What follows belongs to an exercise in optimizing a design on an open flow for small area and a short achievable clock period; a production flow would make more cautious choices.
Where RTL was checked, it was by simulation tests only, not by an equivalence proof against the original.

==> inputs of job 4786 <==
// cpu_z80
module cpu_z80(
	input CLK,
	input nRESET,
	input wire [7:0] DATA_IN,
	output wire [7:0] DATA_OUT,
	output [15:0] ADDRESS,
	output reg nIORQ, nMREQ,
	output reg nRD, nWR,
	input nINT, nNMI
);
export LEC_CHECK = 0
export CAP_MARGIN = 30
export CORE_MARGIN = 2
export CORE_UTILIZATION = 40
export SETUP_SLACK_MARGIN = 3
export SLEW_MARGIN = 30
create_clock -name core_clock -period 11.0 [get_ports {CLK}]
run.sh (not shown) runs the stock make flow with config.mk's settings and CLKGATE_MAP_FILE= SYNTH_SCRIPT=/design/flow/synth_recipe.tcl, a recipe that flattens the netlist after the stock synthesis.
==> job 3764 (differences from job 4786) <==
- SETUP_SLACK_MARGIN: 3 -> 5
==> job 8066 (differences from job 4786) <==
- SETUP_SLACK_MARGIN: 3 -> not set
==> summary of the runs <==
The lowest clock skew belongs to job 3764, the highest to job 4786.
In synthesized cell count, job 8066 and job 4786 do not differ.
Cell count: job 3764 > job 4786 > job 8066.
In flip-flop and latch count, job 3764 and job 4786 do not differ.
Of job 3764 and job 4786, job 3764 has the higher core utilization (gap 4.8 points).
Against job 8066, the critical path depth of job 3764 is higher by 4.

========
==> inputs of maple <==
cpu_z80, a different RTL version from the one above (not shown whole).
==> flow/config.mk <==
export PLATFORM = sky130hd
export DESIGN_NAME = cpu_z80
export DESIGN_NICKNAME = cpu_z80
export VERILOG_FILES = /design/flow/design.v
export SDC_FILE = /design/flow/constraint.sdc
export NUM_CORES = 4
export LEC_CHECK = 0
export CAP_MARGIN = 30
export CORE_MARGIN = 2
export CORE_UTILIZATION = 40
export SETUP_SLACK_MARGIN = 5
export SLEW_MARGIN = 30
==> flow/constraint.sdc <==
create_clock -name core_clock -period 11.0 [get_ports {CLK}]
set_input_delay 2.2000 -clock core_clock [delete_from_list [all_inputs] [get_ports {CLK}]]
set_output_delay 2.2000 -clock core_clock [all_outputs]
set_load 0.01 [all_outputs]
==> umber (differences from maple) <==
--- a/flow/design.v
+++ b/flow/design.v
@@ -2860,15 +2860,33 @@
         3'b100  : cc_true = FF[2] == 1'b0;  
         3'b101  : cc_true = FF[2] == 1'b1;  
         3'b110  : cc_true = FF[7] == 1'b0;  
         default : cc_true = FF[7] == 1'b1;  
       endcase
     end
   endfunction
-  wire cc_now = cc_true(F, { IR[5] & ~(IR[7:5] == 3'b001), IR[4:3] });
+  wire [2:0] csel_n = { IR_n[5] & ~(IR_n[7:5] == 3'b001), IR_n[4:3] };
+  reg  [3:0] cflag_r;
+  reg        cpol_r;
+  always @ (posedge clk or negedge reset_n)
+    begin
+      if (reset_n == 1'b0)
+        begin
+          cflag_r <= 4'b0001;
+          cpol_r <= 1'b0;
+        end
+      else
+        begin
+          cflag_r <= { csel_n[2:1] == 2'b11, csel_n[2:1] == 2'b10,
+                       csel_n[2:1] == 2'b01, csel_n[2:1] == 2'b00 };
+          cpol_r <= csel_n[0];
+        end
+    end
+  wire cc_now = ~(cpol_r ^ ((cflag_r[0] & F[Flag_Z]) | (cflag_r[1] & F[Flag_C]) |
+                            (cflag_r[2] & F[Flag_P]) | (cflag_r[3] & F[Flag_S])));
   wire [67:0]  dec = cc_now ? dec1_r : dec0_r;
   tv80_mcode #(Mode, Flag_C, Flag_N, Flag_P, Flag_X, Flag_H, Flag_Y, Flag_Z, Flag_S) i_mcode0
     (
      .IR(IR_n), .ISet(ISet_n), .MCycle(mcycle_n), .cc(1'b0), .NMICycle(NMICycle_n), .IntCycle(IntCycle_n),
      .MCycles(dec0[67:65]),
      .TStates(dec0[64:62]),
      .Prefix(dec0[61:60]),
==> tundra (differences from maple) <==
--- a/flow/design.v
+++ b/flow/design.v
@@ -119,20 +119,27 @@
       Carry_v = Sum_v[8];
       HalfCarry_v = Sum_v[4] ^ BusA[4] ^ BusB_x[4];
       Carry7_v = Sum_v[7] ^ BusA[7] ^ BusB_x[7];
       OverFlow_v = Carry_v ^ Carry7_v;
     end  
   reg [7:0] Q_t;
   reg [8:0] DAA_Q;
+  reg [7:0] DAA_Q1;
+  reg [7:0] DAA_c;
+  reg       DAA_lo, DAA_hi;
   always @ ( ALU_Op or Arith16 or BitMask or BusA or BusB
 	    or Carry_v or F_In or HalfCarry_v or IR or ISet
 	    or OverFlow_v or Q_v or Z16)
     begin
       Q_t = 8'hxx;
       DAA_Q = {9{1'bx}};
+      DAA_lo = (BusA[3:0] > 9) || F_In[Flag_H];
+      DAA_hi = (BusA > 153) || F_In[Flag_C];
+      DAA_c = { 1'b0, DAA_hi, DAA_hi, 2'b00, DAA_lo, DAA_lo, 1'b0 };
+      DAA_Q1 = BusA - { 5'b00000, DAA_lo, DAA_lo, 1'b0 };
       F_Out = F_In;
       case (ALU_Op)
 	4'b0000, 4'b0001,  4'b0010, 4'b0011, 4'b0100, 4'b0101, 4'b0110, 4'b0111 :
           begin
 	    F_Out[Flag_N] = 1'b0;
 	    F_Out[Flag_C] = 1'b0;
 	    case (ALU_Op[2:0])
@@ -203,50 +210,26 @@
 		F_Out[Flag_P] = F_In[Flag_P];
 	      end
           end  
 	4'b1100 :
           begin
 	    F_Out[Flag_H] = F_In[Flag_H];
 	    F_Out[Flag_C] = F_In[Flag_C];
-	    DAA_Q[7:0] = BusA;
-	    DAA_Q[8] = 1'b0;
-	    if (F_In[Flag_N] == 1'b0 ) 
+	    if (F_In[Flag_N] == 1'b0 )
               begin
-		if (DAA_Q[3:0] > 9 || F_In[Flag_H] == 1'b1 ) 
-                  begin
-		    if ((DAA_Q[3:0] > 9) ) 
-                      begin
-			F_Out[Flag_H] = 1'b1;
-		      end 
-                    else 
-                      begin
-			F_Out[Flag_H] = 1'b0;
-		      end
-		    DAA_Q = DAA_Q + 6;
-		  end  
-		if (DAA_Q[8:4] > 9 || F_In[Flag_C] == 1'b1 ) 
-                  begin
-		    DAA_Q = DAA_Q + 96;  
-		  end
-	      end 
-            else 
+		F_Out[Flag_H] = (BusA[3:0] > 9);
+		DAA_Q = { 1'b0, BusA } + { 1'b0, DAA_c };
+	      end
+            else
               begin
-		if (DAA_Q[3:0] > 9 || F_In[Flag_H] == 1'b1 ) 
-                  begin
-		    if (DAA_Q[3:0] > 5 ) 
-                      begin
-			F_Out[Flag_H] = 1'b0;
-		      end
-		    DAA_Q[7:0] = DAA_Q[7:0] - 6;
-		  end
-		if (BusA > 153 || F_In[Flag_C] == 1'b1 ) 
-                  begin
-		    DAA_Q = DAA_Q - 352;  
-		  end
-	      end  
+		if (BusA[3:0] > 5 )
+		  F_Out[Flag_H] = 1'b0;
+		DAA_Q[7:0] = BusA - DAA_c;
+		DAA_Q[8] = DAA_hi && (DAA_Q1 >= 8'h60);
+	      end
 	    F_Out[Flag_X] = DAA_Q[3];
 	    F_Out[Flag_Y] = DAA_Q[5];
 	    F_Out[Flag_C] = F_In[Flag_C] || DAA_Q[8];
 	    Q_t = DAA_Q[7:0];
 	    if (DAA_Q[7:0] == 8'b00000000 ) 
               begin
 		F_Out[Flag_Z] = 1'b1;
@@ -2860,15 +2843,24 @@
         3'b100  : cc_true = FF[2] == 1'b0;  
         3'b101  : cc_true = FF[2] == 1'b1;  
         3'b110  : cc_true = FF[7] == 1'b0;  
         default : cc_true = FF[7] == 1'b1;  
       endcase
     end
   endfunction
-  wire cc_now = cc_true(F, { IR[5] & ~(IR[7:5] == 3'b001), IR[4:3] });
+  wire [2:0] csel_n = { IR_n[5] & ~(IR_n[7:5] == 3'b001), IR_n[4:3] };
+  reg        cc_r;
+  always @ (posedge clk or negedge reset_n)
+    begin
+      if (reset_n == 1'b0)
+        cc_r <= 1'b0;
+      else
+        cc_r <= cc_true(F_n, csel_n);
+    end
+  wire cc_now = cc_r;
   wire [67:0]  dec = cc_now ? dec1_r : dec0_r;
   tv80_mcode #(Mode, Flag_C, Flag_N, Flag_P, Flag_X, Flag_H, Flag_Y, Flag_Z, Flag_S) i_mcode0
     (
      .IR(IR_n), .ISet(ISet_n), .MCycle(mcycle_n), .cc(1'b0), .NMICycle(NMICycle_n), .IntCycle(IntCycle_n),
      .MCycles(dec0[67:65]),
      .TStates(dec0[64:62]),
      .Prefix(dec0[61:60]),
@@ -3008,14 +3000,87 @@
       if (ExchangeRp)
         Save_Mux = BusB;
       else if (!Save_ALU_r)
         Save_Mux = DI_Reg;
       else
         Save_Mux = ALU_Q;
     end  
+  reg [7:0] F_n;
+  always @*
+    begin
+      F_n = F;
+      if (ClkEn == 1'b1 )
+        begin
+          if (!(mcycle[0] && (tstate[1] | tstate[2] | tstate[3] )))
+            begin
+              if (T_Res == 1'b1 )
+                begin
+                  if (I_CPL == 1'b1 )
+                    begin
+                      F_n[Flag_Y] = ~ ACC[5];
+                      F_n[Flag_H] = 1'b1;
+                      F_n[Flag_X] = ~ ACC[3];
+                      F_n[Flag_N] = 1'b1;
+                    end
+                  if (I_CCF == 1'b1 )
+                    begin
+                      F_n[Flag_C] = ~ F[Flag_C];
+                      F_n[Flag_Y] = ACC[5];
+                      F_n[Flag_H] = F[Flag_C];
+                      F_n[Flag_X] = ACC[3];
+                      F_n[Flag_N] = 1'b0;
+                    end
+                  if (I_SCF == 1'b1 )
+                    begin
+                      F_n[Flag_C] = 1'b1;
+                      F_n[Flag_Y] = ACC[5];
+                      F_n[Flag_H] = 1'b0;
+                      F_n[Flag_X] = ACC[3];
+                      F_n[Flag_N] = 1'b0;
+                    end
+                end
+              if (ExchangeAF == 1'b1 )
+                F_n = Fp;
+            end
+          if (tstate[3] && Special_LD[2] == 1'b1 && Special_LD[1] == 1'b0 )
+            begin
+              F_n[Flag_P] = IntE_FF2;
+              F_n[Flag_Z] = (I == 0);
+              F_n[Flag_S] = I[7];
+              F_n[Flag_H] = 1'b0;
+              F_n[Flag_N] = 1'b0;
+            end
+          if ((I_DJNZ == 1'b0 && Save_ALU_r == 1'b1) || ALU_Op_r == 4'b1001 )
+            begin
+              F_n[7:1] = F_Out[7:1];
+              if (PreserveC_r == 1'b0 )
+                F_n[Flag_C] = F_Out[0];
+            end
+          if (T_Res == 1'b1 && I_INRC == 1'b1 )
+            begin
+              F_n[Flag_H] = 1'b0;
+              F_n[Flag_N] = 1'b0;
+              F_n[Flag_Z] = (DI_Reg[7:0] == 8'b00000000);
+              F_n[Flag_S] = DI_Reg[7];
+              F_n[Flag_P] = ~ (^DI_Reg[7:0]);
+            end
+          if (tstate[1] && I_BT == 1'b1 )
+            begin
+              F_n[Flag_X] = ALU_Q[3];
+              F_n[Flag_Y] = ALU_Q[1];
+              F_n[Flag_H] = 1'b0;
+              F_n[Flag_N] = 1'b0;
+            end
+          if (I_BC == 1'b1 || I_BT == 1'b1 )
+            F_n[Flag_P] = IncDecZ;
+          if (((tstate[1] && Save_ALU_r == 1'b0 && Auto_Wait_t1 == 1'b0) ||
+               (Save_ALU_r == 1'b1 && ALU_Op_r != 4'b0111)) && Read_To_Reg_r == 5'b11011 )
+            F_n = Save_Mux;
+        end
+    end
   always @ (posedge clk or negedge reset_n)
     begin
       if (reset_n == 1'b0 ) 
         begin
           PC <= 0;   
           A <= 0;
           TmpAddr <= 0;
@@ -3039,14 +3104,15 @@
           PreserveC_r <= 1'b0;
           XY_Ind <= 1'b0;
         end 
       else 
         begin
           if (ClkEn == 1'b1 ) 
             begin
+              F <= F_n;
               ALU_Op_r <= 4'b0000;
               Save_ALU_r <= 1'b0;
               Read_To_Reg_r <= 5'b00000;
               mcycles <= mcycles_d;
               if (IMode != 2'b11 ) 
                 begin
                   IStatus <= IMode;
@@ -3218,34 +3284,34 @@
                             endcase  
                           end  
                       Save_ALU_r <= Save_ALU;
                       ALU_Op_r <= ALU_Op;
                       if (I_CPL == 1'b1 ) 
                         begin
                           ACC <= ~ ACC;
-                          F[Flag_Y] <= ~ ACC[5];
-                          F[Flag_H] <= 1'b1;
-                          F[Flag_X] <= ~ ACC[3];
-                          F[Flag_N] <= 1'b1;
+                          ;
+                          ;
+                          ;
+                          ;
                         end
                       if (I_CCF == 1'b1 ) 
                         begin
-                          F[Flag_C] <= ~ F[Flag_C];
-                          F[Flag_Y] <= ACC[5];
-                          F[Flag_H] <= F[Flag_C];
-                          F[Flag_X] <= ACC[3];
-                          F[Flag_N] <= 1'b0;
+                          ;
+                          ;
+                          ;
+                          ;
+                          ;
                         end
                       if (I_SCF == 1'b1 ) 
                         begin
-                          F[Flag_C] <= 1'b1;
-                          F[Flag_Y] <= ACC[5];
-                          F[Flag_H] <= 1'b0;
-                          F[Flag_X] <= ACC[3];
-                          F[Flag_N] <= 1'b0;
+                          ;
+                          ;
+                          ;
+                          ;
+                          ;
                         end
                     end  
                   if (tstate[2] && wait_n == 1'b1 ) 
                     begin
                       if (JumpE == 1'b1 ) 
                         begin
                           PC <= PC16;
@@ -3279,15 +3345,15 @@
                       SP <= RegBusC;
                     end
                   if (ExchangeAF == 1'b1 ) 
                     begin
                       Ap <= ACC;
                       ACC <= Ap;
                       Fp <= F;
-                      F <= Fp;
+                      ;
                     end
                   if (ExchangeRS == 1'b1 ) 
                     begin
                       Alternate <= ~ Alternate;
                     end
                 end  
               if (tstate[3] ) 
@@ -3302,70 +3368,70 @@
                     end
                   if (Special_LD[2] == 1'b1 ) 
                     begin
                       case (Special_LD[1:0])
                         2'b00 :
                           begin
                             ACC <= I;
-                            F[Flag_P] <= IntE_FF2;
-			    F[Flag_Z] <= (I == 0);
-			    F[Flag_S] <= I[7];
-			    F[Flag_H] <= 0;
-			    F[Flag_N] <= 0; 
+                            ;
+			    ;
+			    ;
+			    ;
+			    ; 
                           end
                         2'b01 :
                           begin
                             ACC <= 0;
-                            F[Flag_P] <= IntE_FF2;
-			    F[Flag_Z] <= (I == 0);
-			    F[Flag_S] <= I[7];
-			    F[Flag_H] <= 0;
-			    F[Flag_N] <= 0; 
+                            ;
+			    ;
+			    ;
+			    ;
+			    ; 
                           end
                         2'b10 :
                           I <= ACC;
                         default : ;
                       endcase
                     end
                 end  
               if ((I_DJNZ == 1'b0 && Save_ALU_r == 1'b1) || ALU_Op_r == 4'b1001 ) 
                 begin
                   if (Mode == 3 ) 
                     begin
-                      F[6] <= F_Out[6];
-                      F[5] <= F_Out[5];
-                      F[7] <= F_Out[7];
+                      ;
+                      ;
+                      ;
                       if (PreserveC_r == 1'b0 ) 
                         begin
-                          F[4] <= F_Out[4];
+                          ;
                         end
                     end 
                   else 
                     begin
-                      F[7:1] <= F_Out[7:1];
+                      ;
                       if (PreserveC_r == 1'b0 ) 
                         begin
-                          F[Flag_C] <= F_Out[0];
+                          ;
                         end
                     end
                 end  
               if (T_Res == 1'b1 && I_INRC == 1'b1 ) 
                 begin
-                  F[Flag_H] <= 1'b0;
-                  F[Flag_N] <= 1'b0;
+                  ;
+                  ;
                   if (DI_Reg[7:0] == 8'b00000000 ) 
                     begin
-                      F[Flag_Z] <= 1'b1;
+                      ;
                     end 
                   else 
                     begin
-                      F[Flag_Z] <= 1'b0;
+                      ;
                     end
-                  F[Flag_S] <= DI_Reg[7];
-                  F[Flag_P] <= ~ (^DI_Reg[7:0]);
+                  ;
+                  ;
                 end  
               if (tstate[1] && Auto_Wait_t1 == 1'b0 ) 
                 begin
                   dout <= BusB;
                   if (I_RLD == 1'b1 ) 
                     begin
                       dout[3:0] <= BusA[3:0];
@@ -3385,37 +3451,37 @@
                     begin
                       Read_To_Reg_r[3:0] <= 4'b0111;
                       Read_To_Reg_r[4] <= 1'b1;
                     end
                 end
               if (tstate[1] && I_BT == 1'b1 ) 
                 begin
-                  F[Flag_X] <= ALU_Q[3];
-                  F[Flag_Y] <= ALU_Q[1];
-                  F[Flag_H] <= 1'b0;
-                  F[Flag_N] <= 1'b0;
+                  ;
+                  ;
+                  ;
+                  ;
                 end
               if (I_BC == 1'b1 || I_BT == 1'b1 ) 
                 begin
-                  F[Flag_P] <= IncDecZ;
+                  ;
                 end
               if ((tstate[1] && Save_ALU_r == 1'b0 && Auto_Wait_t1 == 1'b0) ||
                   (Save_ALU_r == 1'b1 && ALU_Op_r != 4'b0111) ) 
                 begin
                   case (Read_To_Reg_r)
                     5'b10111 :
                       ACC <= Save_Mux;
                     5'b10110 :
                       dout <= Save_Mux;
                     5'b11000 :
                       SP[7:0] <= Save_Mux;
                     5'b11001 :
                       SP[15:8] <= Save_Mux;
                     5'b11011 :
-                      F <= Save_Mux;
+                      ;
                     default : ;
                   endcase
                 end  
             end  
         end  
     end
   always @ (posedge clk)
==> flow/flow/run.sh (new file) <==
#!/bin/bash
set -euo pipefail
bash standard.sh SETUP_SLACK_MARGIN=6 "BUFFER_PORTS_ARGS=-buffer_cell sky130_fd_sc_hd__buf_4" finish > make.log 2>&1
==> flow/standard.sh (new file) <==
#!/bin/bash
# synth_recipe.tcl (not shown) runs the flow's synth.tcl, then flattens the netlist and writes it again
# the make line also repeats each setting of config.mk as NAME=value (left out here)
make -C /OpenROAD-flow-scripts/flow DESIGN_CONFIG=/design/flow/config.mk WORK_HOME=/design/flow/orfs CLKGATE_MAP_FILE= SYNTH_SCRIPT=/design/flow/synth_recipe.tcl "${@:-finish}"
SETUP_SLACK_MARGIN = default   (was 5)
removed: flow/run.sh
==> harbor (differences from maple) <==
--- a/flow/design.v
+++ b/flow/design.v
@@ -119,20 +119,27 @@
       Carry_v = Sum_v[8];
       HalfCarry_v = Sum_v[4] ^ BusA[4] ^ BusB_x[4];
       Carry7_v = Sum_v[7] ^ BusA[7] ^ BusB_x[7];
       OverFlow_v = Carry_v ^ Carry7_v;
     end  
   reg [7:0] Q_t;
   reg [8:0] DAA_Q;
+  reg [7:0] DAA_Q1;
+  reg [7:0] DAA_c;
+  reg       DAA_lo, DAA_hi;
   always @ ( ALU_Op or Arith16 or BitMask or BusA or BusB
 	    or Carry_v or F_In or HalfCarry_v or IR or ISet
 	    or OverFlow_v or Q_v or Z16)
     begin
       Q_t = 8'hxx;
       DAA_Q = {9{1'bx}};
+      DAA_lo = (BusA[3:0] > 9) || F_In[Flag_H];
+      DAA_hi = (BusA > 153) || F_In[Flag_C];
+      DAA_c = { 1'b0, DAA_hi, DAA_hi, 2'b00, DAA_lo, DAA_lo, 1'b0 };
+      DAA_Q1 = BusA - { 5'b00000, DAA_lo, DAA_lo, 1'b0 };
       F_Out = F_In;
       case (ALU_Op)
 	4'b0000, 4'b0001,  4'b0010, 4'b0011, 4'b0100, 4'b0101, 4'b0110, 4'b0111 :
           begin
 	    F_Out[Flag_N] = 1'b0;
 	    F_Out[Flag_C] = 1'b0;
 	    case (ALU_Op[2:0])
@@ -203,50 +210,26 @@
 		F_Out[Flag_P] = F_In[Flag_P];
 	      end
           end  
 	4'b1100 :
           begin
 	    F_Out[Flag_H] = F_In[Flag_H];
 	    F_Out[Flag_C] = F_In[Flag_C];
-	    DAA_Q[7:0] = BusA;
-	    DAA_Q[8] = 1'b0;
-	    if (F_In[Flag_N] == 1'b0 ) 
+	    if (F_In[Flag_N] == 1'b0 )
               begin
-		if (DAA_Q[3:0] > 9 || F_In[Flag_H] == 1'b1 ) 
-                  begin
-		    if ((DAA_Q[3:0] > 9) ) 
-                      begin
-			F_Out[Flag_H] = 1'b1;
-		      end 
-                    else 
-                      begin
-			F_Out[Flag_H] = 1'b0;
-		      end
-		    DAA_Q = DAA_Q + 6;
-		  end  
-		if (DAA_Q[8:4] > 9 || F_In[Flag_C] == 1'b1 ) 
-                  begin
-		    DAA_Q = DAA_Q + 96;  
-		  end
-	      end 
-            else 
+		F_Out[Flag_H] = (BusA[3:0] > 9);
+		DAA_Q = { 1'b0, BusA } + { 1'b0, DAA_c };
+	      end
+            else
               begin
-		if (DAA_Q[3:0] > 9 || F_In[Flag_H] == 1'b1 ) 
-                  begin
-		    if (DAA_Q[3:0] > 5 ) 
-                      begin
-			F_Out[Flag_H] = 1'b0;
-		      end
-		    DAA_Q[7:0] = DAA_Q[7:0] - 6;
-		  end
-		if (BusA > 153 || F_In[Flag_C] == 1'b1 ) 
-                  begin
-		    DAA_Q = DAA_Q - 352;  
-		  end
-	      end  
+		if (BusA[3:0] > 5 )
+		  F_Out[Flag_H] = 1'b0;
+		DAA_Q[7:0] = BusA - DAA_c;
+		DAA_Q[8] = DAA_hi && (DAA_Q1 >= 8'h60);
+	      end
 	    F_Out[Flag_X] = DAA_Q[3];
 	    F_Out[Flag_Y] = DAA_Q[5];
 	    F_Out[Flag_C] = F_In[Flag_C] || DAA_Q[8];
 	    Q_t = DAA_Q[7:0];
 	    if (DAA_Q[7:0] == 8'b00000000 ) 
               begin
 		F_Out[Flag_Z] = 1'b1;
@@ -2860,15 +2843,33 @@
         3'b100  : cc_true = FF[2] == 1'b0;  
         3'b101  : cc_true = FF[2] == 1'b1;  
         3'b110  : cc_true = FF[7] == 1'b0;  
         default : cc_true = FF[7] == 1'b1;  
       endcase
     end
   endfunction
-  wire cc_now = cc_true(F, { IR[5] & ~(IR[7:5] == 3'b001), IR[4:3] });
+  wire [2:0] csel_n = { IR_n[5] & ~(IR_n[7:5] == 3'b001), IR_n[4:3] };
+  reg  [3:0] cflag_r;
+  reg        cpol_r;
+  always @ (posedge clk or negedge reset_n)
+    begin
+      if (reset_n == 1'b0)
+        begin
+          cflag_r <= 4'b0001;
+          cpol_r <= 1'b0;
+        end
+      else
+        begin
+          cflag_r <= { csel_n[2:1] == 2'b11, csel_n[2:1] == 2'b10,
+                       csel_n[2:1] == 2'b01, csel_n[2:1] == 2'b00 };
+          cpol_r <= csel_n[0];
+        end
+    end
+  wire cc_now = ~(cpol_r ^ ((cflag_r[0] & F[Flag_Z]) | (cflag_r[1] & F[Flag_C]) |
+                            (cflag_r[2] & F[Flag_P]) | (cflag_r[3] & F[Flag_S])));
   wire [67:0]  dec = cc_now ? dec1_r : dec0_r;
   tv80_mcode #(Mode, Flag_C, Flag_N, Flag_P, Flag_X, Flag_H, Flag_Y, Flag_Z, Flag_S) i_mcode0
     (
      .IR(IR_n), .ISet(ISet_n), .MCycle(mcycle_n), .cc(1'b0), .NMICycle(NMICycle_n), .IntCycle(IntCycle_n),
      .MCycles(dec0[67:65]),
      .TStates(dec0[64:62]),
      .Prefix(dec0[61:60]),
==> run_results.csv <==
group,metric,value,unit
synthesis,synthAdderAreaFrac,0.0312,
layout,layout_common_cells,"nand2_1 (547), nor2_1 (399), a21oi_1 (374)",
critical_path,r2r-end,"TV80.dec0_r[11]$_DFF_PN0_",
synthesis,synthMuxAreaShare,0.0872,
layout,largest_register,"TV80.dec0_r",
sta,period_share,0.556,
grt,grt_first_pass_wirelength,277000,um
layout,inverters,122,
outcome,status,"timing/DRC/antenna clean",
layout,sh_seq_area,0.279,
worst_hold_path,whs_path_depth,2,
grt,grt_pass1_vias,37500,
layout,antenna_cells,2,
floorplanning,die_area,0.0930,sq mm
drt,wl_met3,23700,um
layout,seq_cells,441,
That was maple.
==> run_results.csv <==
group,metric,value,unit
grt,grt_pass1_vias,35600,
layout,layout_common_cells,"nand2_1 (431), a21oi_1 (330), nor2_1 (326)",
outcome,status,"timing/DRC/antenna clean",
layout,seq_cells,442,
synthesis,synthAdderAreaFrac,0.0348,
critical_path,r2r-end,"TV80.dec1_r[20]$_DFF_PN0_",
worst_hold_path,whs_path_depth,0,
sta,period_share,0.467,
floorplanning,die_area,0.0902,sq mm
layout,sh_seq_area,0.282,
layout,antenna_cells,4,
grt,grt_first_pass_wirelength,270000,um
layout,inverters,107,
That was tundra.
==> run_results.csv <==
group,metric,value,unit
outcome,status,"timing/DRC/antenna clean",
worst_hold_path,whs_path_depth,0,
critical_path,r2r-end,"TV80.dec1_r[0]$_DFF_PN0_",
layout,largest_register,"TV80.dec1_r",
layout,nMultiInputCombCells,3376,
grt,grt_first_pass_wirelength,258000,um
grt,met3_usage,0.0912,
synthesis,synth_cell_types,115,
synthesis,synthAdderAreaFrac,0.0323,
layout,seq_cells,445,
sta,period_share,0.550,
drt,wl_met3,22200,um
floorplanning,die_area,0.0899,sq mm
grt,grt_pass1_vias,34400,
layout,antenna_cells,0,
synthesis,synthMuxAreaShare,0.0897,
critical_path,slowest_stage,"nor4_1",
That was umber.
==> run_results.csv <==
group,metric,value,unit
drt,wl_met3,20800,um
layout,inverters,102,
layout,seq_cells,445,
layout,layout_common_cells,"nand2_1 (469), nor2_1 (410), a21oi_1 (403)",
critical_path,r2r_slack,4.89,ns
synthesis,synthAdderAreaFrac,0.0347,
layout,sh_seq_area,0.296,
layout,antenna_cells,0,
grt,grt_pass1_vias,34500,
outcome,status,"timing/DRC/antenna clean",
synthesis,synth_area_leader_cell,"dfrtp_1",
grt,grt_first_pass_wirelength,256000,um
sta,period_share,0.555,
layout,largest_register,"TV80.dec1_r",
worst_hold_path,min_to,"TV80.Arith16_r$_DFF_PN0_",
worst_hold_path,hp-class,"flip-flop to flip-flop",
worst_hold_path,whs_path_depth,0,
layout,buffers,199,
That was harbor.
No functional check of the RTL was part of maple and harbor.

-- afterwards: timing with drivers on the ports --
Ports are ideal in the flow. The routed layouts listed here were re-timed in OpenROAD.
Step 1, drivers: a clkbuf_16 drives CLK and a buf_2 each remaining input, both assumed.
Step 2 also shifts input and output timing later by t, the mid clock arrival at the registers, as if the neighbouring blocks saw the same clock.
a / b / c = ideal ports / drivers / drivers and shift; a / b = the first two.
| run | t, ns | slack for setup (ns) | latest minus earliest clock arrival (ns) |
|---|---|---|---|
| job 4786 | 0.670 | 3.001 / 3.001 / 3.001 | 0.053 / 0.053 |
| job 3764 | 0.667 | 4.567 / 4.567 / 4.567 | 0.031 / 0.030 |
| job 8066 | 0.672 | 1.991 / 1.991 / 1.991 | 0.053 / 0.052 |
| maple | 0.704 | 4.882 / 4.929 / 4.225 | 0.023 / 0.023 |
| umber | 0.694 | 4.946 / 4.984 / 4.291 | 0.065 / 0.065 |
| tundra | 0.718 | 5.859 / 5.905 / 5.187 | 0.081 / 0.080 |
| harbor | 0.699 | 4.890 / 4.890 / 4.398 | 0.047 / 0.048 |
After both steps setup and hold are still met in every run listed. For tundra, which loses most, drivers alone change the setup slack by +0.046 ns; drivers and shift together by -0.672 ns.
